Context: an optimization exercise on an open-source flow, tuned for small area and a short achievable clock period. The choices shown serve that exercise and are no tape-out recipe. Only simulation tests tie the RTL to the original design; equivalence was not proved. No activity file was given, so power comes from the tool's default toggle rates.

==> flow/design.v <==
`timescale 1ns / 1ps
module gg_deblock_stage2
(
    input  logic [0:3][0:15][7:0] blki,
    output logic [0:3][0:15][7:0] blkm,    
    input  logic [0:2][41:0]      thr,
    input  logic [0:2][0:1][14:0] tcs,
    input  logic [0:2][0:1]       is4,
    input  logic [0:2][0:1]       is13,
    input  logic                  ch_flag,
    output logic [0:7][4:0]       hflg
);
    logic [0:15][7:0] cur_blk;
    logic [0:15][7:0] lef_blk;
    logic [0:3][4:0]  vflg;
    assign blkm[0] = blki[0];
    assign blkm[1] = blki[1];
    assign blkm[2] = lef_blk;
    assign blkm[3] = cur_blk;
    genvar ii;
    generate
        for (ii = 0; ii < 4; ii++) begin : g_v
            gg_deblock_dec _dec (
                .thr ( thr[0] ), .is4 ( is4[0][ii/2] ), .is13 ( is13[0][ii/2] ),
                .pi ( { blki[2][3+4*ii], blki[2][2+4*ii], blki[2][1+4*ii], blki[2][0+4*ii] } ),
                .qi ( { blki[3][0+4*ii], blki[3][1+4*ii], blki[3][2+4*ii], blki[3][3+4*ii] } ),
                .flags ( vflg[ii] )
            );
            gg_deblock_dp #(.PAR(0)) _dp (
                .ch_flag ( ch_flag ), .tcs ( tcs[0][ii/2] ), .flags ( vflg[ii] ),
                .pi ( { blki[2][3+4*ii], blki[2][2+4*ii], blki[2][1+4*ii], blki[2][0+4*ii] } ),
                .qi ( { blki[3][0+4*ii], blki[3][1+4*ii], blki[3][2+4*ii], blki[3][3+4*ii] } ),
                .po ( { lef_blk[3+4*ii], lef_blk[2+4*ii], lef_blk[1+4*ii], lef_blk[0+4*ii] } ),
                .qo ( { cur_blk[0+4*ii], cur_blk[1+4*ii], cur_blk[2+4*ii], cur_blk[3+4*ii] } )
            );
        end
        for (ii = 0; ii < 4; ii++) begin : g_h
            gg_deblock_dec _dec1 (
                .thr ( thr[1] ), .is4 ( is4[1][ii/2] ), .is13 ( is13[1][ii/2] ),
                .pi ( { blki[0][3*4+ii], blki[0][2*4+ii], blki[0][1*4+ii], blki[0][0*4+ii] } ),
                .qi ( { lef_blk[0*4+ii], lef_blk[1*4+ii], lef_blk[2*4+ii], lef_blk[3*4+ii] } ),
                .flags ( hflg[ii] )
            );
            gg_deblock_dec _dec2 (
                .thr ( thr[2] ), .is4 ( is4[2][ii/2] ), .is13 ( is13[2][ii/2] ),
                .pi ( { blki[1][3*4+ii], blki[1][2*4+ii], blki[1][1*4+ii], blki[1][0*4+ii] } ),
                .qi ( { cur_blk[0*4+ii], cur_blk[1*4+ii], cur_blk[2*4+ii], cur_blk[3*4+ii] } ),
                .flags ( hflg[4+ii] )
            );
        end
    endgenerate
endmodule
module gg_deblock_stage3
(
    input  logic [0:3][0:15][7:0] blkm,
    output logic [0:3][0:15][7:0] blko,
    input  logic [1:2][0:1][14:0] tcs,
    input  logic                  ch_flag,
    input  logic [0:7][4:0]       hflg
);
    genvar ii;
    generate
        for (ii = 0; ii < 4; ii++) begin : g_h
            gg_deblock_dp #(.PAR(1)) _dp1 (
                .ch_flag ( ch_flag ), .tcs ( tcs[1][ii/2] ), .flags ( hflg[ii] ),
                .pi ( { blkm[0][3*4+ii], blkm[0][2*4+ii], blkm[0][1*4+ii], blkm[0][0*4+ii] } ),
                .qi ( { blkm[2][0*4+ii], blkm[2][1*4+ii], blkm[2][2*4+ii], blkm[2][3*4+ii] } ),
                .po ( { blko[0][3*4+ii], blko[0][2*4+ii], blko[0][1*4+ii], blko[0][0*4+ii] } ),
                .qo ( { blko[2][0*4+ii], blko[2][1*4+ii], blko[2][2*4+ii], blko[2][3*4+ii] } )
            );
            gg_deblock_dp #(.PAR(1)) _dp2 (
                .ch_flag ( ch_flag ), .tcs ( tcs[2][ii/2] ), .flags ( hflg[4+ii] ),
                .pi ( { blkm[1][3*4+ii], blkm[1][2*4+ii], blkm[1][1*4+ii], blkm[1][0*4+ii] } ),
                .qi ( { blkm[3][0*4+ii], blkm[3][1*4+ii], blkm[3][2*4+ii], blkm[3][3*4+ii] } ),
                .po ( { blko[1][3*4+ii], blko[1][2*4+ii], blko[1][1*4+ii], blko[1][0*4+ii] } ),
                .qo ( { blko[3][0*4+ii], blko[3][1*4+ii], blko[3][2*4+ii], blko[3][3*4+ii] } )
            );
        end
    endgenerate
endmodule
module gg_deblock_index
(
    input  logic [0:3][5:0] qpz,
    input  logic [4:0] FilterOffsetA,
    input  logic [4:0] FilterOffsetB,
    input  logic ch_flag,
    output logic [0:2][6:0] tA,      
    output logic [0:2][6:0] tB
);
    function automatic logic [5:0] qpc(input logic [5:0] i);
        case (i)
            6'd0: qpc = 6'd0;
            6'd1: qpc = 6'd1;
            6'd2: qpc = 6'd2;
            6'd3: qpc = 6'd3;
            6'd4: qpc = 6'd4;
            6'd5: qpc = 6'd5;
            6'd6: qpc = 6'd6;
            6'd7: qpc = 6'd7;
            6'd8: qpc = 6'd8;
            6'd9: qpc = 6'd9;
            6'd10: qpc = 6'd10;
            6'd11: qpc = 6'd11;
            6'd12: qpc = 6'd12;
            6'd13: qpc = 6'd13;
            6'd14: qpc = 6'd14;
            6'd15: qpc = 6'd15;
            6'd16: qpc = 6'd16;
            6'd17: qpc = 6'd17;
            6'd18: qpc = 6'd18;
            6'd19: qpc = 6'd19;
            6'd20: qpc = 6'd20;
            6'd21: qpc = 6'd21;
            6'd22: qpc = 6'd22;
            6'd23: qpc = 6'd23;
            6'd24: qpc = 6'd24;
            6'd25: qpc = 6'd25;
            6'd26: qpc = 6'd26;
            6'd27: qpc = 6'd27;
            6'd28: qpc = 6'd28;
            6'd29: qpc = 6'd29;
            6'd30: qpc = 6'd29;
            6'd31: qpc = 6'd30;
            6'd32: qpc = 6'd31;
            6'd33: qpc = 6'd32;
            6'd34: qpc = 6'd32;
            6'd35: qpc = 6'd33;
            6'd36: qpc = 6'd34;
            6'd37: qpc = 6'd34;
            6'd38: qpc = 6'd35;
            6'd39: qpc = 6'd35;
            6'd40: qpc = 6'd36;
            6'd41: qpc = 6'd36;
            6'd42: qpc = 6'd37;
            6'd43: qpc = 6'd37;
            6'd44: qpc = 6'd37;
            6'd45: qpc = 6'd38;
            6'd46: qpc = 6'd38;
            6'd47: qpc = 6'd38;
            6'd48: qpc = 6'd39;
            6'd49: qpc = 6'd39;
            6'd50: qpc = 6'd39;
            6'd51: qpc = 6'd39;
            default: qpc = 6'd39;
        endcase
    endfunction
    function automatic logic [6:0] qsum(input logic [5:0] qa, input logic [5:0] qb, input logic [4:0] ofs);
        logic [7:0] a, b, c, s, cy, t;
        a = {2'b00, qa};
        b = {2'b00, qb};
        c = {ofs[4], ofs[4], ofs[4:0], 1'b1};         
        s  = a ^ b ^ c;
        cy = {(a[6:0] & b[6:0]) | (a[6:0] & c[6:0]) | (b[6:0] & c[6:0]), 1'b0};
        t = s + cy;
        qsum = t[7:1];
    endfunction
    logic [5:0] qa [0:3];
    always_comb begin
        for (int b = 0; b < 4; b++) qa[b] = ch_flag ? qpc(qpz[b]) : qpz[b];
        tA[0] = qsum(qa[2], qa[3], FilterOffsetA);  tB[0] = qsum(qa[2], qa[3], FilterOffsetB);
        tA[1] = qsum(qa[0], qa[2], FilterOffsetA);  tB[1] = qsum(qa[0], qa[2], FilterOffsetB);
        tA[2] = qsum(qa[1], qa[3], FilterOffsetA);  tB[2] = qsum(qa[1], qa[3], FilterOffsetB);
    end
endmodule
module gg_deblock_params
(
    input  logic [0:2][6:0] tA,
    input  logic [0:2][6:0] tB,
    input  logic [0:2][0:1][2:0] bs,
    output logic [0:2][41:0]      thr,
    output logic [0:2][0:1][14:0] tcs,
    output logic [0:2][0:1]       is4,
    output logic [0:2][0:1]       is13
);
    function automatic logic [7:0] alpha_f(input logic [5:0] i);
        case (i)
            6'd0: alpha_f = 8'd0;
            6'd1: alpha_f = 8'd0;
            6'd2: alpha_f = 8'd0;
            6'd3: alpha_f = 8'd0;
            6'd4: alpha_f = 8'd0;
            6'd5: alpha_f = 8'd0;
            6'd6: alpha_f = 8'd0;
            6'd7: alpha_f = 8'd0;
            6'd8: alpha_f = 8'd0;
            6'd9: alpha_f = 8'd0;
            6'd10: alpha_f = 8'd0;
            6'd11: alpha_f = 8'd0;
            6'd12: alpha_f = 8'd0;
            6'd13: alpha_f = 8'd0;
            6'd14: alpha_f = 8'd0;
            6'd15: alpha_f = 8'd0;
            6'd16: alpha_f = 8'd4;
            6'd17: alpha_f = 8'd4;
            6'd18: alpha_f = 8'd5;
            6'd19: alpha_f = 8'd6;
            6'd20: alpha_f = 8'd7;
            6'd21: alpha_f = 8'd8;
            6'd22: alpha_f = 8'd9;
            6'd23: alpha_f = 8'd10;
            6'd24: alpha_f = 8'd12;
            6'd25: alpha_f = 8'd13;
            6'd26: alpha_f = 8'd15;
            6'd27: alpha_f = 8'd17;
            6'd28: alpha_f = 8'd20;
            6'd29: alpha_f = 8'd22;
            6'd30: alpha_f = 8'd25;
            6'd31: alpha_f = 8'd28;
            6'd32: alpha_f = 8'd32;
            6'd33: alpha_f = 8'd36;
            6'd34: alpha_f = 8'd40;
            6'd35: alpha_f = 8'd45;
            6'd36: alpha_f = 8'd50;
            6'd37: alpha_f = 8'd56;
            6'd38: alpha_f = 8'd63;
            6'd39: alpha_f = 8'd71;
            6'd40: alpha_f = 8'd80;
            6'd41: alpha_f = 8'd90;
            6'd42: alpha_f = 8'd101;
            6'd43: alpha_f = 8'd113;
            6'd44: alpha_f = 8'd127;
            6'd45: alpha_f = 8'd144;
            6'd46: alpha_f = 8'd162;
            6'd47: alpha_f = 8'd182;
            6'd48: alpha_f = 8'd203;
            6'd49: alpha_f = 8'd226;
            6'd50: alpha_f = 8'd255;
            6'd51: alpha_f = 8'd255;
            default: alpha_f = 8'd255;
        endcase
    endfunction
    function automatic logic [7:0] alpha_m1_f(input logic [5:0] i);
        case (i)
            6'd0: alpha_m1_f = 8'd0;
            6'd1: alpha_m1_f = 8'd0;
            6'd2: alpha_m1_f = 8'd0;
            6'd3: alpha_m1_f = 8'd0;
            6'd4: alpha_m1_f = 8'd0;
            6'd5: alpha_m1_f = 8'd0;
            6'd6: alpha_m1_f = 8'd0;
            6'd7: alpha_m1_f = 8'd0;
            6'd8: alpha_m1_f = 8'd0;
            6'd9: alpha_m1_f = 8'd0;
            6'd10: alpha_m1_f = 8'd0;
            6'd11: alpha_m1_f = 8'd0;
            6'd12: alpha_m1_f = 8'd0;
            6'd13: alpha_m1_f = 8'd0;
            6'd14: alpha_m1_f = 8'd0;
            6'd15: alpha_m1_f = 8'd0;
            6'd16: alpha_m1_f = 8'd3;
            6'd17: alpha_m1_f = 8'd3;
            6'd18: alpha_m1_f = 8'd4;
            6'd19: alpha_m1_f = 8'd5;
            6'd20: alpha_m1_f = 8'd6;
            6'd21: alpha_m1_f = 8'd7;
            6'd22: alpha_m1_f = 8'd8;
            6'd23: alpha_m1_f = 8'd9;
            6'd24: alpha_m1_f = 8'd11;
            6'd25: alpha_m1_f = 8'd12;
            6'd26: alpha_m1_f = 8'd14;
            6'd27: alpha_m1_f = 8'd16;
            6'd28: alpha_m1_f = 8'd19;
            6'd29: alpha_m1_f = 8'd21;
            6'd30: alpha_m1_f = 8'd24;
            6'd31: alpha_m1_f = 8'd27;
            6'd32: alpha_m1_f = 8'd31;
            6'd33: alpha_m1_f = 8'd35;
            6'd34: alpha_m1_f = 8'd39;
            6'd35: alpha_m1_f = 8'd44;
            6'd36: alpha_m1_f = 8'd49;
            6'd37: alpha_m1_f = 8'd55;
            6'd38: alpha_m1_f = 8'd62;
            6'd39: alpha_m1_f = 8'd70;
            6'd40: alpha_m1_f = 8'd79;
            6'd41: alpha_m1_f = 8'd89;
            6'd42: alpha_m1_f = 8'd100;
            6'd43: alpha_m1_f = 8'd112;
            6'd44: alpha_m1_f = 8'd126;
            6'd45: alpha_m1_f = 8'd143;
            6'd46: alpha_m1_f = 8'd161;
            6'd47: alpha_m1_f = 8'd181;
            6'd48: alpha_m1_f = 8'd202;
            6'd49: alpha_m1_f = 8'd225;
            6'd50: alpha_m1_f = 8'd254;
            6'd51: alpha_m1_f = 8'd254;
            default: alpha_m1_f = 8'd254;
        endcase
    endfunction
    function automatic logic [6:0] alpha4_f(input logic [5:0] i);
        case (i)
            6'd0: alpha4_f = 7'd2;
            6'd1: alpha4_f = 7'd2;
            6'd2: alpha4_f = 7'd2;
            6'd3: alpha4_f = 7'd2;
            6'd4: alpha4_f = 7'd2;
            6'd5: alpha4_f = 7'd2;
            6'd6: alpha4_f = 7'd2;
            6'd7: alpha4_f = 7'd2;
            6'd8: alpha4_f = 7'd2;
            6'd9: alpha4_f = 7'd2;
            6'd10: alpha4_f = 7'd2;
            6'd11: alpha4_f = 7'd2;
            6'd12: alpha4_f = 7'd2;
            6'd13: alpha4_f = 7'd2;
            6'd14: alpha4_f = 7'd2;
            6'd15: alpha4_f = 7'd2;
            6'd16: alpha4_f = 7'd3;
            6'd17: alpha4_f = 7'd3;
            6'd18: alpha4_f = 7'd3;
            6'd19: alpha4_f = 7'd3;
            6'd20: alpha4_f = 7'd3;
            6'd21: alpha4_f = 7'd4;
            6'd22: alpha4_f = 7'd4;
            6'd23: alpha4_f = 7'd4;
            6'd24: alpha4_f = 7'd5;
            6'd25: alpha4_f = 7'd5;
            6'd26: alpha4_f = 7'd5;
            6'd27: alpha4_f = 7'd6;
            6'd28: alpha4_f = 7'd7;
            6'd29: alpha4_f = 7'd7;
            6'd30: alpha4_f = 7'd8;
            6'd31: alpha4_f = 7'd9;
            6'd32: alpha4_f = 7'd10;
            6'd33: alpha4_f = 7'd11;
            6'd34: alpha4_f = 7'd12;
            6'd35: alpha4_f = 7'd13;
            6'd36: alpha4_f = 7'd14;
            6'd37: alpha4_f = 7'd16;
            6'd38: alpha4_f = 7'd17;
            6'd39: alpha4_f = 7'd19;
            6'd40: alpha4_f = 7'd22;
            6'd41: alpha4_f = 7'd24;
            6'd42: alpha4_f = 7'd27;
            6'd43: alpha4_f = 7'd30;
            6'd44: alpha4_f = 7'd33;
            6'd45: alpha4_f = 7'd38;
            6'd46: alpha4_f = 7'd42;
            6'd47: alpha4_f = 7'd47;
            6'd48: alpha4_f = 7'd52;
            6'd49: alpha4_f = 7'd58;
            6'd50: alpha4_f = 7'd65;
            6'd51: alpha4_f = 7'd65;
            default: alpha4_f = 7'd65;
        endcase
    endfunction
    function automatic logic [6:0] alpha4_m1_f(input logic [5:0] i);
        case (i)
            6'd0: alpha4_m1_f = 7'd1;
            6'd1: alpha4_m1_f = 7'd1;
            6'd2: alpha4_m1_f = 7'd1;
            6'd3: alpha4_m1_f = 7'd1;
            6'd4: alpha4_m1_f = 7'd1;
            6'd5: alpha4_m1_f = 7'd1;
            6'd6: alpha4_m1_f = 7'd1;
            6'd7: alpha4_m1_f = 7'd1;
            6'd8: alpha4_m1_f = 7'd1;
            6'd9: alpha4_m1_f = 7'd1;
            6'd10: alpha4_m1_f = 7'd1;
            6'd11: alpha4_m1_f = 7'd1;
            6'd12: alpha4_m1_f = 7'd1;
            6'd13: alpha4_m1_f = 7'd1;
            6'd14: alpha4_m1_f = 7'd1;
            6'd15: alpha4_m1_f = 7'd1;
            6'd16: alpha4_m1_f = 7'd2;
            6'd17: alpha4_m1_f = 7'd2;
            6'd18: alpha4_m1_f = 7'd2;
            6'd19: alpha4_m1_f = 7'd2;
            6'd20: alpha4_m1_f = 7'd2;
            6'd21: alpha4_m1_f = 7'd3;
            6'd22: alpha4_m1_f = 7'd3;
            6'd23: alpha4_m1_f = 7'd3;
            6'd24: alpha4_m1_f = 7'd4;
            6'd25: alpha4_m1_f = 7'd4;
            6'd26: alpha4_m1_f = 7'd4;
            6'd27: alpha4_m1_f = 7'd5;
            6'd28: alpha4_m1_f = 7'd6;
            6'd29: alpha4_m1_f = 7'd6;
            6'd30: alpha4_m1_f = 7'd7;
            6'd31: alpha4_m1_f = 7'd8;
            6'd32: alpha4_m1_f = 7'd9;
            6'd33: alpha4_m1_f = 7'd10;
            6'd34: alpha4_m1_f = 7'd11;
            6'd35: alpha4_m1_f = 7'd12;
            6'd36: alpha4_m1_f = 7'd13;
            6'd37: alpha4_m1_f = 7'd15;
            6'd38: alpha4_m1_f = 7'd16;
            6'd39: alpha4_m1_f = 7'd18;
            6'd40: alpha4_m1_f = 7'd21;
            6'd41: alpha4_m1_f = 7'd23;
            6'd42: alpha4_m1_f = 7'd26;
            6'd43: alpha4_m1_f = 7'd29;
            6'd44: alpha4_m1_f = 7'd32;
            6'd45: alpha4_m1_f = 7'd37;
            6'd46: alpha4_m1_f = 7'd41;
            6'd47: alpha4_m1_f = 7'd46;
            6'd48: alpha4_m1_f = 7'd51;
            6'd49: alpha4_m1_f = 7'd57;
            6'd50: alpha4_m1_f = 7'd64;
            6'd51: alpha4_m1_f = 7'd64;
            default: alpha4_m1_f = 7'd64;
        endcase
    endfunction
    function automatic logic [4:0] beta_f(input logic [5:0] i);
        case (i)
            6'd0: beta_f = 5'd0;
            6'd1: beta_f = 5'd0;
            6'd2: beta_f = 5'd0;
            6'd3: beta_f = 5'd0;
            6'd4: beta_f = 5'd0;
            6'd5: beta_f = 5'd0;
            6'd6: beta_f = 5'd0;
            6'd7: beta_f = 5'd0;
            6'd8: beta_f = 5'd0;
            6'd9: beta_f = 5'd0;
            6'd10: beta_f = 5'd0;
            6'd11: beta_f = 5'd0;
            6'd12: beta_f = 5'd0;
            6'd13: beta_f = 5'd0;
            6'd14: beta_f = 5'd0;
            6'd15: beta_f = 5'd0;
            6'd16: beta_f = 5'd2;
            6'd17: beta_f = 5'd2;
            6'd18: beta_f = 5'd2;
            6'd19: beta_f = 5'd3;
            6'd20: beta_f = 5'd3;
            6'd21: beta_f = 5'd3;
            6'd22: beta_f = 5'd3;
            6'd23: beta_f = 5'd4;
            6'd24: beta_f = 5'd4;
            6'd25: beta_f = 5'd4;
            6'd26: beta_f = 5'd6;
            6'd27: beta_f = 5'd6;
            6'd28: beta_f = 5'd7;
            6'd29: beta_f = 5'd7;
            6'd30: beta_f = 5'd8;
            6'd31: beta_f = 5'd8;
            6'd32: beta_f = 5'd9;
            6'd33: beta_f = 5'd9;
            6'd34: beta_f = 5'd10;
            6'd35: beta_f = 5'd10;
            6'd36: beta_f = 5'd11;
            6'd37: beta_f = 5'd11;
            6'd38: beta_f = 5'd12;
            6'd39: beta_f = 5'd12;
            6'd40: beta_f = 5'd13;
            6'd41: beta_f = 5'd13;
            6'd42: beta_f = 5'd14;
            6'd43: beta_f = 5'd14;
            6'd44: beta_f = 5'd15;
            6'd45: beta_f = 5'd15;
            6'd46: beta_f = 5'd16;
            6'd47: beta_f = 5'd16;
            6'd48: beta_f = 5'd17;
            6'd49: beta_f = 5'd17;
            6'd50: beta_f = 5'd18;
            6'd51: beta_f = 5'd18;
            default: beta_f = 5'd18;
        endcase
    endfunction
    function automatic logic [4:0] beta_m1_f(input logic [5:0] i);
        case (i)
            6'd0: beta_m1_f = 5'd0;
            6'd1: beta_m1_f = 5'd0;
            6'd2: beta_m1_f = 5'd0;
            6'd3: beta_m1_f = 5'd0;
            6'd4: beta_m1_f = 5'd0;
            6'd5: beta_m1_f = 5'd0;
            6'd6: beta_m1_f = 5'd0;
            6'd7: beta_m1_f = 5'd0;
            6'd8: beta_m1_f = 5'd0;
            6'd9: beta_m1_f = 5'd0;
            6'd10: beta_m1_f = 5'd0;
            6'd11: beta_m1_f = 5'd0;
            6'd12: beta_m1_f = 5'd0;
            6'd13: beta_m1_f = 5'd0;
            6'd14: beta_m1_f = 5'd0;
            6'd15: beta_m1_f = 5'd0;
            6'd16: beta_m1_f = 5'd1;
            6'd17: beta_m1_f = 5'd1;
            6'd18: beta_m1_f = 5'd1;
            6'd19: beta_m1_f = 5'd2;
            6'd20: beta_m1_f = 5'd2;
            6'd21: beta_m1_f = 5'd2;
            6'd22: beta_m1_f = 5'd2;
            6'd23: beta_m1_f = 5'd3;
            6'd24: beta_m1_f = 5'd3;
            6'd25: beta_m1_f = 5'd3;
            6'd26: beta_m1_f = 5'd5;
            6'd27: beta_m1_f = 5'd5;
            6'd28: beta_m1_f = 5'd6;
            6'd29: beta_m1_f = 5'd6;
            6'd30: beta_m1_f = 5'd7;
            6'd31: beta_m1_f = 5'd7;
            6'd32: beta_m1_f = 5'd8;
            6'd33: beta_m1_f = 5'd8;
            6'd34: beta_m1_f = 5'd9;
            6'd35: beta_m1_f = 5'd9;
            6'd36: beta_m1_f = 5'd10;
            6'd37: beta_m1_f = 5'd10;
            6'd38: beta_m1_f = 5'd11;
            6'd39: beta_m1_f = 5'd11;
            6'd40: beta_m1_f = 5'd12;
            6'd41: beta_m1_f = 5'd12;
            6'd42: beta_m1_f = 5'd13;
            6'd43: beta_m1_f = 5'd13;
            6'd44: beta_m1_f = 5'd14;
            6'd45: beta_m1_f = 5'd14;
            6'd46: beta_m1_f = 5'd15;
            6'd47: beta_m1_f = 5'd15;
            6'd48: beta_m1_f = 5'd16;
            6'd49: beta_m1_f = 5'd16;
            6'd50: beta_m1_f = 5'd17;
            6'd51: beta_m1_f = 5'd17;
            default: beta_m1_f = 5'd17;
        endcase
    endfunction
    function automatic logic [4:0] tc0_r0_f(input logic [5:0] i);
        case (i)
            6'd0: tc0_r0_f = 5'd0;
            6'd1: tc0_r0_f = 5'd0;
            6'd2: tc0_r0_f = 5'd0;
            6'd3: tc0_r0_f = 5'd0;
            6'd4: tc0_r0_f = 5'd0;
            6'd5: tc0_r0_f = 5'd0;
            6'd6: tc0_r0_f = 5'd0;
            6'd7: tc0_r0_f = 5'd0;
            6'd8: tc0_r0_f = 5'd0;
            6'd9: tc0_r0_f = 5'd0;
            6'd10: tc0_r0_f = 5'd0;
            6'd11: tc0_r0_f = 5'd0;
            6'd12: tc0_r0_f = 5'd0;
            6'd13: tc0_r0_f = 5'd0;
            6'd14: tc0_r0_f = 5'd0;
            6'd15: tc0_r0_f = 5'd0;
            6'd16: tc0_r0_f = 5'd0;
            6'd17: tc0_r0_f = 5'd0;
            6'd18: tc0_r0_f = 5'd0;
            6'd19: tc0_r0_f = 5'd0;
            6'd20: tc0_r0_f = 5'd0;
            6'd21: tc0_r0_f = 5'd0;
            6'd22: tc0_r0_f = 5'd0;
            6'd23: tc0_r0_f = 5'd1;
            6'd24: tc0_r0_f = 5'd1;
            6'd25: tc0_r0_f = 5'd1;
            6'd26: tc0_r0_f = 5'd1;
            6'd27: tc0_r0_f = 5'd1;
            6'd28: tc0_r0_f = 5'd1;
            6'd29: tc0_r0_f = 5'd1;
            6'd30: tc0_r0_f = 5'd1;
            6'd31: tc0_r0_f = 5'd1;
            6'd32: tc0_r0_f = 5'd1;
            6'd33: tc0_r0_f = 5'd2;
            6'd34: tc0_r0_f = 5'd2;
            6'd35: tc0_r0_f = 5'd2;
            6'd36: tc0_r0_f = 5'd2;
            6'd37: tc0_r0_f = 5'd3;
            6'd38: tc0_r0_f = 5'd3;
            6'd39: tc0_r0_f = 5'd3;
            6'd40: tc0_r0_f = 5'd4;
            6'd41: tc0_r0_f = 5'd4;
            6'd42: tc0_r0_f = 5'd4;
            6'd43: tc0_r0_f = 5'd5;
            6'd44: tc0_r0_f = 5'd6;
            6'd45: tc0_r0_f = 5'd6;
            6'd46: tc0_r0_f = 5'd7;
            6'd47: tc0_r0_f = 5'd8;
            6'd48: tc0_r0_f = 5'd9;
            6'd49: tc0_r0_f = 5'd10;
            6'd50: tc0_r0_f = 5'd11;
            6'd51: tc0_r0_f = 5'd13;
            default: tc0_r0_f = 5'd13;
        endcase
    endfunction
    function automatic logic [4:0] tc0_r1_f(input logic [5:0] i);
        case (i)
            6'd0: tc0_r1_f = 5'd0;
            6'd1: tc0_r1_f = 5'd0;
            6'd2: tc0_r1_f = 5'd0;
            6'd3: tc0_r1_f = 5'd0;
            6'd4: tc0_r1_f = 5'd0;
            6'd5: tc0_r1_f = 5'd0;
            6'd6: tc0_r1_f = 5'd0;
            6'd7: tc0_r1_f = 5'd0;
            6'd8: tc0_r1_f = 5'd0;
            6'd9: tc0_r1_f = 5'd0;
            6'd10: tc0_r1_f = 5'd0;
            6'd11: tc0_r1_f = 5'd0;
            6'd12: tc0_r1_f = 5'd0;
            6'd13: tc0_r1_f = 5'd0;
            6'd14: tc0_r1_f = 5'd0;
            6'd15: tc0_r1_f = 5'd0;
            6'd16: tc0_r1_f = 5'd0;
            6'd17: tc0_r1_f = 5'd0;
            6'd18: tc0_r1_f = 5'd0;
            6'd19: tc0_r1_f = 5'd0;
            6'd20: tc0_r1_f = 5'd0;
            6'd21: tc0_r1_f = 5'd1;
            6'd22: tc0_r1_f = 5'd1;
            6'd23: tc0_r1_f = 5'd1;
            6'd24: tc0_r1_f = 5'd1;
            6'd25: tc0_r1_f = 5'd1;
            6'd26: tc0_r1_f = 5'd1;
            6'd27: tc0_r1_f = 5'd1;
            6'd28: tc0_r1_f = 5'd1;
            6'd29: tc0_r1_f = 5'd1;
            6'd30: tc0_r1_f = 5'd1;
            6'd31: tc0_r1_f = 5'd2;
            6'd32: tc0_r1_f = 5'd2;
            6'd33: tc0_r1_f = 5'd2;
            6'd34: tc0_r1_f = 5'd2;
            6'd35: tc0_r1_f = 5'd3;
            6'd36: tc0_r1_f = 5'd3;
            6'd37: tc0_r1_f = 5'd3;
            6'd38: tc0_r1_f = 5'd4;
            6'd39: tc0_r1_f = 5'd4;
            6'd40: tc0_r1_f = 5'd5;
            6'd41: tc0_r1_f = 5'd5;
            6'd42: tc0_r1_f = 5'd6;
            6'd43: tc0_r1_f = 5'd7;
            6'd44: tc0_r1_f = 5'd8;
            6'd45: tc0_r1_f = 5'd8;
            6'd46: tc0_r1_f = 5'd10;
            6'd47: tc0_r1_f = 5'd11;
            6'd48: tc0_r1_f = 5'd12;
            6'd49: tc0_r1_f = 5'd13;
            6'd50: tc0_r1_f = 5'd15;
            6'd51: tc0_r1_f = 5'd17;
            default: tc0_r1_f = 5'd17;
        endcase
    endfunction
    function automatic logic [4:0] tc0_r2_f(input logic [5:0] i);
        case (i)
            6'd0: tc0_r2_f = 5'd0;
            6'd1: tc0_r2_f = 5'd0;
            6'd2: tc0_r2_f = 5'd0;
            6'd3: tc0_r2_f = 5'd0;
            6'd4: tc0_r2_f = 5'd0;
            6'd5: tc0_r2_f = 5'd0;
            6'd6: tc0_r2_f = 5'd0;
            6'd7: tc0_r2_f = 5'd0;
            6'd8: tc0_r2_f = 5'd0;
            6'd9: tc0_r2_f = 5'd0;
            6'd10: tc0_r2_f = 5'd0;
            6'd11: tc0_r2_f = 5'd0;
            6'd12: tc0_r2_f = 5'd0;
            6'd13: tc0_r2_f = 5'd0;
            6'd14: tc0_r2_f = 5'd0;
            6'd15: tc0_r2_f = 5'd0;
            6'd16: tc0_r2_f = 5'd0;
            6'd17: tc0_r2_f = 5'd1;
            6'd18: tc0_r2_f = 5'd1;
            6'd19: tc0_r2_f = 5'd1;
            6'd20: tc0_r2_f = 5'd1;
            6'd21: tc0_r2_f = 5'd1;
            6'd22: tc0_r2_f = 5'd1;
            6'd23: tc0_r2_f = 5'd1;
            6'd24: tc0_r2_f = 5'd1;
            6'd25: tc0_r2_f = 5'd1;
            6'd26: tc0_r2_f = 5'd1;
            6'd27: tc0_r2_f = 5'd2;
            6'd28: tc0_r2_f = 5'd2;
            6'd29: tc0_r2_f = 5'd2;
            6'd30: tc0_r2_f = 5'd2;
            6'd31: tc0_r2_f = 5'd3;
            6'd32: tc0_r2_f = 5'd3;
            6'd33: tc0_r2_f = 5'd3;
            6'd34: tc0_r2_f = 5'd4;
            6'd35: tc0_r2_f = 5'd4;
            6'd36: tc0_r2_f = 5'd4;
            6'd37: tc0_r2_f = 5'd5;
            6'd38: tc0_r2_f = 5'd6;
            6'd39: tc0_r2_f = 5'd6;
            6'd40: tc0_r2_f = 5'd7;
            6'd41: tc0_r2_f = 5'd8;
            6'd42: tc0_r2_f = 5'd9;
            6'd43: tc0_r2_f = 5'd10;
            6'd44: tc0_r2_f = 5'd11;
            6'd45: tc0_r2_f = 5'd13;
            6'd46: tc0_r2_f = 5'd14;
            6'd47: tc0_r2_f = 5'd16;
            6'd48: tc0_r2_f = 5'd18;
            6'd49: tc0_r2_f = 5'd20;
            6'd50: tc0_r2_f = 5'd23;
            6'd51: tc0_r2_f = 5'd25;
            default: tc0_r2_f = 5'd25;
        endcase
    endfunction
    function automatic logic [5:0] clip_idx(input logic [6:0] t);
        clip_idx = t[6] ? 6'd0 : (t[5:0] > 6'd51) ? 6'd51 : t[5:0];
    endfunction
    function automatic logic [14:0] tcs_f(input logic [1:0] r, input logic [5:0] i);
        logic [4:0] v;
        v = (r == 2'd1) ? tc0_r1_f(i) : (r == 2'd2) ? tc0_r2_f(i) : tc0_r0_f(i);
        tcs_f = { v, v + 5'd1, v + 5'd2 };
    endfunction
    logic [5:0] idxA, idxB;
    logic [1:0] r0, r1;
    always_comb begin
        for (int e = 0; e < 3; e++) begin
            idxA = clip_idx(tA[e]);
            idxB = clip_idx(tB[e]);
            thr[e] = { alpha_f(idxA), alpha_m1_f(idxA), 1'b0, alpha4_f(idxA), 1'b0, alpha4_m1_f(idxA),
                       beta_f(idxB), beta_m1_f(idxB) };
            r0 = (bs[e][0] == 3'd3) ? 2'd2 : 2'd0;
            r1 = (bs[e][0] == 3'd0 && bs[e][1] == 3'd2) ? 2'd1 : (bs[e][1] == 3'd3) ? 2'd2 : 2'd0;
            tcs[e][0] = tcs_f(r0, idxA);
            tcs[e][1] = tcs_f(r1, idxA);
            for (int h = 0; h < 2; h++) begin
                is4[e][h]  = bs[e][h] == 3'd4;
                is13[e][h] = bs[e][h] != 3'd4 && bs[e][h] != 3'd0;
            end
        end
    end
endmodule
module gg_deblock_dec
(
    input  logic [41:0] thr,
    input  logic is4,
    input  logic is13,
    input  logic [0:3][7:0] pi,
    input  logic [0:3][7:0] qi,
    output logic [4:0] flags
);
    function automatic logic absd_lt5(input logic [7:0] a, input logic [7:0] b,
                                      input logic [4:0] t, input logic [4:0] t_m1);
        logic [8:0] d;
        logic [4:0] m;
        d = {1'b0, a} - {1'b0, b};
        m = d[4:0] ^ {5{d[8]}};
        absd_lt5 = (d[8:5] == {4{d[8]}}) && (d[8] ? (m < t_m1) : (m < t));
    endfunction
    logic [7:0] alpha, alpha_m1;
    logic [6:0] alpha4, alpha4_m1;
    logic [4:0] beta, beta_m1;
    logic [8:0] d0;
    logic [7:0] m8;
    logic [6:0] m7;
    logic f, ap1, aq1, ap2, aq2, pq_a, pq_a4;
    always_comb begin
        alpha     = thr[41:34];
        alpha_m1  = thr[33:26];
        alpha4    = thr[24:18];
        alpha4_m1 = thr[16:10];
        beta      = thr[9:5];
        beta_m1   = thr[4:0];
        d0  = {1'b0, qi[0]} - {1'b0, pi[0]};
        m8  = d0[7:0] ^ {8{d0[8]}};
        m7  = m8[6:0];
        pq_a  = d0[8] ? (m8 < alpha_m1) : (m8 < alpha);
        pq_a4 = (d0[8:7] == {2{d0[8]}}) && (d0[8] ? (m7 < alpha4_m1) : (m7 < alpha4));
        ap1   = absd_lt5(pi[1], pi[0], beta, beta_m1);
        aq1   = absd_lt5(qi[1], qi[0], beta, beta_m1);
        ap2   = absd_lt5(pi[2], pi[0], beta, beta_m1);
        aq2   = absd_lt5(qi[2], qi[0], beta, beta_m1);
        f = pq_a & ap1 & aq1;
        flags = { f & is4, f & is13, ap2, aq2, pq_a4 };
    end
endmodule
module gg_deblock_dp
#(
    parameter int PAR = 0
)
(
    input  logic ch_flag,
    input  logic [14:0] tcs,         
    input  logic [4:0] flags,
    input  logic [0:3][7:0] pi,
    input  logic [0:3][7:0] qi,
    output logic [0:3][7:0] po,
    output logic [0:3][7:0] qo
);
    function automatic logic [11:0] csa_s(input logic [11:0] a, input logic [11:0] b, input logic [11:0] c);
        csa_s = a ^ b ^ c;
    endfunction
    function automatic logic [11:0] csa_c(input logic [11:0] a, input logic [11:0] b, input logic [11:0] c);
        csa_c = ((a & b) | (a & c) | (b & c)) << 1;
    endfunction
    logic [11:0] p0, p1, p2, p3, q0, q1, q2, q3;
    assign p0 = {4'd0, pi[0]};  assign p1 = {4'd0, pi[1]};  assign p2 = {4'd0, pi[2]};  assign p3 = {4'd0, pi[3]};
    assign q0 = {4'd0, qi[0]};  assign q1 = {4'd0, qi[1]};  assign q2 = {4'd0, qi[2]};  assign q3 = {4'd0, qi[3]};
    logic str_en, nrm_en, ap2, aq2, sm, pstr, qstr;
    logic [4:0] tc0, tc;
    logic [11:0] d0, e, dl, S, X, Xq, D1, D1q, Y, Yq;
    logic [11:0] s1, c1, s2, c2, s3, c3;
    logic [11:0] C2, Cq2, p0f, q0f, p2f, q2f, p0cf, q0cf;
    logic [8:0] dsh;
    logic hi, lo;
    logic [5:0] dclip, k1, k1q;
    logic [7:0] p0n, q0n, p1n, q1n;
    always_comb begin
        { str_en, nrm_en, ap2, aq2, sm } = flags;
        pstr = ap2 & sm & !ch_flag;
        qstr = aq2 & sm & !ch_flag;
        tc0 = tcs[14:10];
        tc  = ch_flag ? tcs[9:5] : (ap2 & aq2) ? tcs[4:0] : (ap2 | aq2) ? tcs[9:5] : tcs[14:10];
        d0 = q0 - p0;
        e  = p1 - q1;
        S  = p0 + q0;
        dl = d0 + {{2{e[11]}}, e[11:2]} + 12'd1;           
        dsh = dl[9:1];
        hi = !dsh[8] && (dsh[7:0] > {3'd0, tc});
        lo =  dsh[8] && (~dsh[7:0] >= {3'd0, tc});
        if (PAR) begin
            Y  = S + {{2{e[11]}}, e[11:2]} + 12'd1;         
            Yq = S + {{2{~e[11]}}, ~e[11:2]} + 12'd1;       
            p0n = hi ? pi[0] + {3'd0, tc} : lo ? pi[0] - {3'd0, tc} : Y[8:1];
            q0n = hi ? qi[0] - {3'd0, tc} : lo ? qi[0] + {3'd0, tc} : Yq[8:1];
        end else begin
            dclip = hi ? {1'b0, tc} : lo ? (6'd0 - {1'b0, tc}) : dsh[5:0];
            p0n = pi[0] + {{2{dclip[5]}}, dclip};
            q0n = qi[0] - {{2{dclip[5]}}, dclip};
        end
        X   = {p2[10:0], 1'b1} + S;
        Xq  = {q2[10:0], 1'b1} + S;
        D1  = {2'd0, X[11:2]}  - p1;
        D1q = {2'd0, Xq[11:2]} - q1;
        if (PAR) begin
            p1n = D1[11]  ? pi[1] - {3'd0, tc0} : (D1[7:0]  > {3'd0, tc0}) ? pi[1] + {3'd0, tc0} : X[9:2];
            q1n = D1q[11] ? qi[1] - {3'd0, tc0} : (D1q[7:0] > {3'd0, tc0}) ? qi[1] + {3'd0, tc0} : Xq[9:2];
        end else begin
            k1  = D1[11]  ? (6'd0 - {1'b0, tc0}) : (D1[7:0]  > {3'd0, tc0}) ? {1'b0, tc0} : D1[5:0];
            k1q = D1q[11] ? (6'd0 - {1'b0, tc0}) : (D1q[7:0] > {3'd0, tc0}) ? {1'b0, tc0} : D1q[5:0];
            p1n = pi[1] + {{2{k1[5]}}, k1};
            q1n = qi[1] + {{2{k1q[5]}}, k1q};
        end
        s1 = csa_s(p2, p1, S);  c1 = csa_c(p2, p1, S);
        s2 = csa_s(s1, c1, 12'd2);  c2 = csa_c(s1, c1, 12'd2);
        C2 = s2 + c2;
        s1 = csa_s(q2, q1, S);  c1 = csa_c(q2, q1, S);
        s2 = csa_s(s1, c1, 12'd2);  c2 = csa_c(s1, c1, 12'd2);
        Cq2 = s2 + c2;
        s1 = csa_s(p2, p1 << 1, S << 1);  c1 = csa_c(p2, p1 << 1, S << 1);
        s2 = csa_s(s1, c1, q1);  c2 = csa_c(s1, c1, q1);
        s3 = csa_s(s2, c2, 12'd4);  c3 = csa_c(s2, c2, 12'd4);
        p0f = s3 + c3;
        s1 = csa_s(q2, q1 << 1, S << 1);  c1 = csa_c(q2, q1 << 1, S << 1);
        s2 = csa_s(s1, c1, p1);  c2 = csa_c(s1, c1, p1);
        s3 = csa_s(s2, c2, 12'd4);  c3 = csa_c(s2, c2, 12'd4);
        q0f = s3 + c3;
        s1 = csa_s(p3 << 1, p2 << 1, C2);  c1 = csa_c(p3 << 1, p2 << 1, C2);
        s2 = csa_s(s1, c1, 12'd2);  c2 = csa_c(s1, c1, 12'd2);
        p2f = s2 + c2;
        s1 = csa_s(q3 << 1, q2 << 1, Cq2);  c1 = csa_c(q3 << 1, q2 << 1, Cq2);
        s2 = csa_s(s1, c1, 12'd2);  c2 = csa_c(s1, c1, 12'd2);
        q2f = s2 + c2;
        s1 = csa_s(p1 << 1, p0, q1);  c1 = csa_c(p1 << 1, p0, q1);
        s2 = csa_s(s1, c1, 12'd2);  c2 = csa_c(s1, c1, 12'd2);
        p0cf = s2 + c2;
        s1 = csa_s(q1 << 1, q0, p1);  c1 = csa_c(q1 << 1, q0, p1);
        s2 = csa_s(s1, c1, 12'd2);  c2 = csa_c(s1, c1, 12'd2);
        q0cf = s2 + c2;
        po = pi;
        qo = qi;
        if (str_en) begin
            if (pstr) begin
                po[0] = p0f[10:3]; po[1] = C2[9:2]; po[2] = p2f[10:3];
            end else
                po[0] = p0cf[9:2];
            if (qstr) begin
                qo[0] = q0f[10:3]; qo[1] = Cq2[9:2]; qo[2] = q2f[10:3];
            end else
                qo[0] = q0cf[9:2];
        end else if (nrm_en) begin
            po[0] = p0n;
            qo[0] = q0n;
            if (ap2 && !ch_flag) po[1] = p1n;
            if (aq2 && !ch_flag) qo[1] = q1n;
        end
    end
endmodule
`timescale 1ns / 1ps
module gg_deblock_filter_top (
    input  logic         clk,
    input  logic [511:0] blki_d,
    input  logic [17:0]  bs_d,
    input  logic [23:0]  qpz_d,
    input  logic [4:0]   FilterOffsetA_d,
    input  logic [4:0]   FilterOffsetB_d,
    input  logic         ch_flag_d,
    output logic [511:0] blko_q
);
    logic [0:3][5:0]       qpz_w;
    logic [0:2][6:0]       tA_w, tB_w;
    assign qpz_w = qpz_d;
    gg_deblock_index _idx (
        .qpz(qpz_w), .FilterOffsetA(FilterOffsetA_d), .FilterOffsetB(FilterOffsetB_d),
        .ch_flag(ch_flag_d), .tA(tA_w), .tB(tB_w)
    );
    logic [0:3][0:15][7:0] blki;
    logic [0:2][6:0]       tA, tB;
    logic [0:2][0:1][2:0]  bs;
    logic                  ch_flag;
    always_ff @(posedge clk) begin
        blki    <= blki_d;
        tA      <= tA_w;
        tB      <= tB_w;
        bs      <= bs_d;
        ch_flag <= ch_flag_d;
    end
    logic [0:3][0:15][7:0] blkm_w;
    logic [0:7][4:0]       hflg_w;
    logic [0:2][41:0]      thr;
    logic [0:2][0:1][14:0] tcs;
    logic [0:2][0:1]       is4, is13;
    gg_deblock_params _par (
        .tA(tA), .tB(tB), .bs(bs),
        .thr(thr), .tcs(tcs), .is4(is4), .is13(is13)
    );
    gg_deblock_stage2 _st2 (
        .blki ( blki ), .blkm ( blkm_w ),
        .thr ( thr ), .tcs ( tcs ), .is4 ( is4 ), .is13 ( is13 ),
        .ch_flag ( ch_flag ), .hflg ( hflg_w )
    );
    logic [0:3][0:15][7:0] blkm;
    logic [0:7][4:0]       hflg;
    logic [1:2][0:1][14:0] tcs_h;
    logic                  ch_flag_h;
    always_ff @(posedge clk) begin
        blkm      <= blkm_w;
        hflg      <= hflg_w;
        tcs_h     <= tcs[1:2];
        ch_flag_h <= ch_flag;
    end
    logic [0:3][0:15][7:0] blko;
    gg_deblock_stage3 _st3 (
        .blkm ( blkm ), .blko ( blko ), .tcs ( tcs_h ), .ch_flag ( ch_flag_h ), .hflg ( hflg )
    );
    assign blko_q = blko;
endmodule
==> flow/run.sh <==
#!/bin/bash
# synth_recipe.tcl (not shown) runs the flow's synth.tcl, then flattens the netlist and writes it again
# the make line also repeats each setting of config.mk as NAME=value (left out here)
make -C /OpenROAD-flow-scripts/flow DESIGN_CONFIG=/design/flow/config.mk WORK_HOME=/design/flow/orfs CLKGATE_MAP_FILE= SYNTH_SCRIPT=/design/flow/synth_recipe.tcl finish
==> flow/config.mk <==
export PLATFORM = sky130hd
export DESIGN_NAME = gg_deblock_filter_top
export DESIGN_NICKNAME = gg_deblock_filter_top
export VERILOG_FILES = /design/flow/design.v
export SDC_FILE = /design/flow/constraint.sdc
export NUM_CORES = 4
export LEC_CHECK = 0
export CAP_MARGIN = 20
export CORE_MARGIN = 2
export CORE_UTILIZATION = 30
export PLACE_DENSITY = 0.35
export SLEW_MARGIN = 20
==> flow/constraint.sdc <==
create_clock -name core_clock -period 27.0 [get_ports {clk}]
set_input_delay 5.4000 -clock core_clock [delete_from_list [all_inputs] [get_ports {clk}]]
set_output_delay 5.4000 -clock core_clock [all_outputs]
set_load 0.01 [all_outputs]
==> metrics.log <==
INFO  metric synth_warnings = 7
INFO  metric post_synth_inst_count = 24100
INFO  metric synthDistinctLibCells = 110
INFO  metric setup_viol = 0
INFO  metric cts_buf_count = roughly 180
INFO  metric num-fill-cells = around 70000
INFO  metric cts.clk_slew.worst_paths = ~0.060 ns
INFO  metric detailedRoute.firstIterationViolations = between 10000 and 15000
INFO  metric drt-total-wl = about 960000 µm
INFO  metric number_of_nets_in_the_synthesized_netlist = between 30000 and 40000
INFO  metric synth_flop_cell = dfxtp_1
INFO  metric post_synth_edffs = 0
INFO  metric worstSkewPairLatency = roughly 1.0 ns
INFO  metric floorplan.initialDensity = 0.301
INFO  metric post_route_cells_drive_above_1_share = 0.0449
INFO  metric max_cap_viol_count = 0
INFO  metric port-buffer-count = between 1000 and 1500
INFO  metric antenna_violating_nets_post_route = 0
INFO  metric timing.slew.headroom = 0.0992
INFO  metric grtUsageTotal = 0.277
INFO  metric worst_r2r_path_depth = between 40 and 50
INFO  metric rsz0062_at_grt = false
INFO  metric clock_tree.htree_level_count = 4
INFO  metric outcome = no timing/DRC/antenna violations
INFO  metric vdd_ir_drop_max = ~110 µV
INFO  metric path_max_fanout = 24
INFO  metric clk_root_buffer_cell = clkbuf_16
INFO  metric 1st_pass_router_iterations = 6
INFO  metric finalCriticalPeriod = about 14 ns
INFO  metric numClockSinks = roughly 1200
INFO  metric congestion_overflow_gr = 0
INFO  metric post_synth_instance_area = approximately 200000 µm²
INFO  metric detail_route.vias_per_cell = between 5 and 6
INFO  metric grt_pass1_wl = 1330000 µm
INFO  metric critical_path_required = 21.60 ns
INFO  metric number_of_vias_in_the_routed_layout = between 150k and 200k
INFO  metric ctsLongestPathBuffers = 4
INFO  metric crit_path_end_kind = output pin
INFO  metric die_width = about 820 µm
INFO  metric final_nets = roughly 31000
INFO  metric arrival = between 9 and 10 ns
INFO  metric avgSynthCellArea = roughly 8.3 µm²
INFO  metric clock_tree_from_tritoncts = done
INFO  metric yosysTopAreaCellShare = 0.266
INFO  metric areal_power_density_over_the_cells = approximately 100 nW/µm²
INFO  metric grt_max_degree = 47
INFO  metric place_congestion = ~0.93
INFO  metric post_cts.resized_instances = 0
INFO  metric number_of_hold_buffers_added_after_cts = 0
INFO  metric hold_ws = 0.324 ns
INFO  metric area.growth.synth_to_final = 15.3%
INFO  metric finalMaxSlewViolations = 0
INFO  metric detail_route.drc_violations = 0
INFO  metric coreArea = between 600000 and 700000 µm²
INFO  metric max_freq = roughly 69 MHz
INFO  metric postCtsSetupRepairBufs = 0
INFO  metric seq_area_frac_synth = 0.118
INFO  metric via_count_of_the_first_global_routing_pass = between 150k and 200k
INFO  metric critPathKind = reg -> out
INFO  metric p_leak = about 110 nW
INFO  metric measured_slew_at_the_worst_slew_check_pin = 1.35 ns
INFO  metric num_rows = about 300
INFO  metric chipHeight = slightly above 800 µm
INFO  metric synthArstFlopShare = 0
INFO  metric depth_of_the_worst_hold_timing_path = 0
INFO  metric synth_largest_area_cell = ha_1
INFO  metric ioPinCount = roughly 1100
INFO  metric finalCritPeriodShare = 0.535
INFO  metric sort_of_element_at_the_start_of_the_critical_path = flop
INFO  metric synthTopCellsByArea = ha_1, fa_1, dfxtp_1
INFO  metric drt-wirelength-per-cell = about 28 µm
INFO  metric hold_viol_final = 0
INFO  metric die_area = roughly 670000 µm²
INFO  metric ys_seq_elements = about 1200
INFO  metric initial_antenna_violation_count = between 150 and 200
INFO  metric detailedPlacementHpwl = between 800000 and 900000 µm
INFO  metric final.setup_skew = between 0.07 and 0.08 ns
INFO  metric finalSetupTns = 0 ns
INFO  metric hold_path_class = reg -> reg
## layout make-up
type	instances	area (µm²)	share of cell area
Antenna cell	197	493	0.00214
Clock buffer	221	4900	0.0213
Clock inverter	106	1460	0.00634
Inverter	3505	13200	0.0571
Multi-Input combinational cell	18900	161000	0.698
Sequential cell	1182	23700	0.103
Tap cell	8879	11100	0.0482
Timing Repair Buffer	1602	14700	0.0639
## layout by cell type (no fill, tap or decap), drive strengths merged, types with 322 or more instances in the layout
| cell type | instances |
|---|---|
| xnor2 | 1451 |
| clkdlybuf4s50 | 1077 |
| xor2 | 569 |
| a21oi | 1968 |
| o21ai | 1396 |
| buf | 525 |
| a21o | 743 |
| nand2 | 1188 |
| ha | 4245 |
| fa | 1208 |
| o21a | 322 |
| dfxtp | 1182 |
| o21bai | 560 |
| inv | 3528 |
| nand2b | 352 |
| nor2b | 400 |
| nor3 | 341 |
| nor2 | 1585 |
## cells by family (layout without fill, tap and decap cells)
logic type,Yosys count,after routing,share of synthesized area
AND/OR/NAND/NOR,4793,4793,0.114
other,0,197,0
XOR/XNOR,2020,2020,0.0886
multiplexers,225,225,0.0118
AO/OA/AOI/OAI,6398,6398,0.201
adder cells (fa/ha/maj),5463,5463,0.387
buffers and inverters,4066,5434,0.0790
flip-flops,1182,1182,0.118
## state kept, by name, indices dropped and copies added, names as in the netlist, 18 cells and up
name and cells:
tcs_h 56, blki 512, hflg 40, blkm 512
bs 18, tB 21, tA 21
## critical path: stages, from the launching register on
cell	delay [ns]
dfxtp_1	0.52
inv_1	0.36
ha_1	0.40
a21oi_1	0.23
nor2b_1	0.10
o21a_1	0.19
nor2_1	0.16
o21bai_1	0.12
a21oi_1	0.23
nor2b_1	0.09
o21ai_0	0.12
nor2b_1	0.67
ha_1	0.40
or3_1	0.35
o21ai_0	0.08
a21oi_1	0.07
xor2_1	0.18
o2111ai_1	0.18
o21ai_0	0.20
a211o_1	0.71
inv_1	0.29
a22o_1	0.27
a2111oi_0	0.71
mux2i_1	0.31
o21ai_0	0.46
clkdlybuf4s50_1	0.63
## metrics by stage
stage,instance area [µm²],cells,power [W],util,setup slack [ns]
6_report,230000,34600,0.0241,0.347,12.57
4_1_cts,230000,34400,0.0242,0.346,12.53
2_1_floorplan,200000,24100,0.0159,-,15.80
3_5_place_dp,223000,34100,0.0213,0.337,13.11
5_1_grt,230000,34500,0.0268,0.347,11.93
3_3_place_gp,223000,34100,0.0214,0.337,13.16
## final timing paths
path | to | start | slack [ns]
max | blko_q[251] | blkm[217] | 12.57
min | blkm[357] | blki[357] | 0.32
max reg2reg | hflg[19] | tA[19] | 12.84
min reg2reg | blkm[357] | blki[357] | 0.32
## where the power goes
part / total, W / switching, W / leakage [nW] / internal [W]
Combinational: 0.0193 / 0.0113 / 97.4 / 0.00799
Sequential: 0.00221 / 0.000309 / 9.95 / 0.00190
Clock: 0.00265 / 0.00112 / 3.06 / 0.00153
## per-layer routing
layer,GRT usage,vias up,part of all wire,routed length [µm]
li1,-,85400,-,-
met1,0.400,85500,0.49,469000
met2,0.440,4209,0.44,423000
met3,0.0273,729,0.045,43000
met4,0.0697,18,0.028,27000
met5,0,-,0.00012,119
## cell usage after synthesis (33+ instances only)
library cell / number
a2111oi_0: 37
a211o_1: 43
a211oi_1: 175
a21boi_0: 100
a21o_1: 742
a21oi_1: 1966
a221oi_1: 58
a22oi_1: 84
a311oi_1: 33
a31oi_1: 106
and2_1: 115
and3_1: 75
buf_4: 131
clkbuf_1: 383
dfxtp_1: 1182
fa_1: 1208
ha_1: 4245
inv_1: 3491
mux2_2: 76
mux2i_1: 146
nand2_1: 1187
nand2b_1: 352
nand3_1: 264
nand4_1: 70
nor2_1: 1584
nor2b_1: 400
nor3_1: 340
nor3b_1: 42
nor4_1: 55
o2111ai_1: 44
o211ai_1: 131
o21a_1: 322
o21ai_0: 1381
o21bai_1: 560
o221ai_1: 61
o22a_1: 68
o22ai_1: 172
o31ai_1: 47
or2_2: 71
or3_1: 100
xnor2_1: 1450
xor2_1: 569

re-timing with driven ports:
The flow's constraints put no driver on any port. The routed layout listed below was extracted and timed again, unchanged, in two steps.
Step 1 (the two cells are an assumption about what drives the block):
set clk [get_ports {clk}]
set_driving_cell -lib_cell sky130_fd_sc_hd__clkbuf_16 $clk
set_driving_cell -lib_cell sky130_fd_sc_hd__buf_2 [delete_from_list [all_inputs] $clk]
Step 2 moves the port delays by t, midway between the first and last clock arrival at a register: inputs arrive t later, outputs are due t later. That takes back most of the time a late clock gives input paths.
a / b / c = ideal / step 1 / step 2; a / b = the first two.
shift t [ns]: 1.115
setup WS [ns]: 12.566 / 12.429 / 12.838
hold slack, ns: 0.324 / 0.324 / 0.324
After both steps setup and hold are still met in this run. The setup slack of this run moves by -0.137 ns with the drivers and by +0.272 ns with both steps.
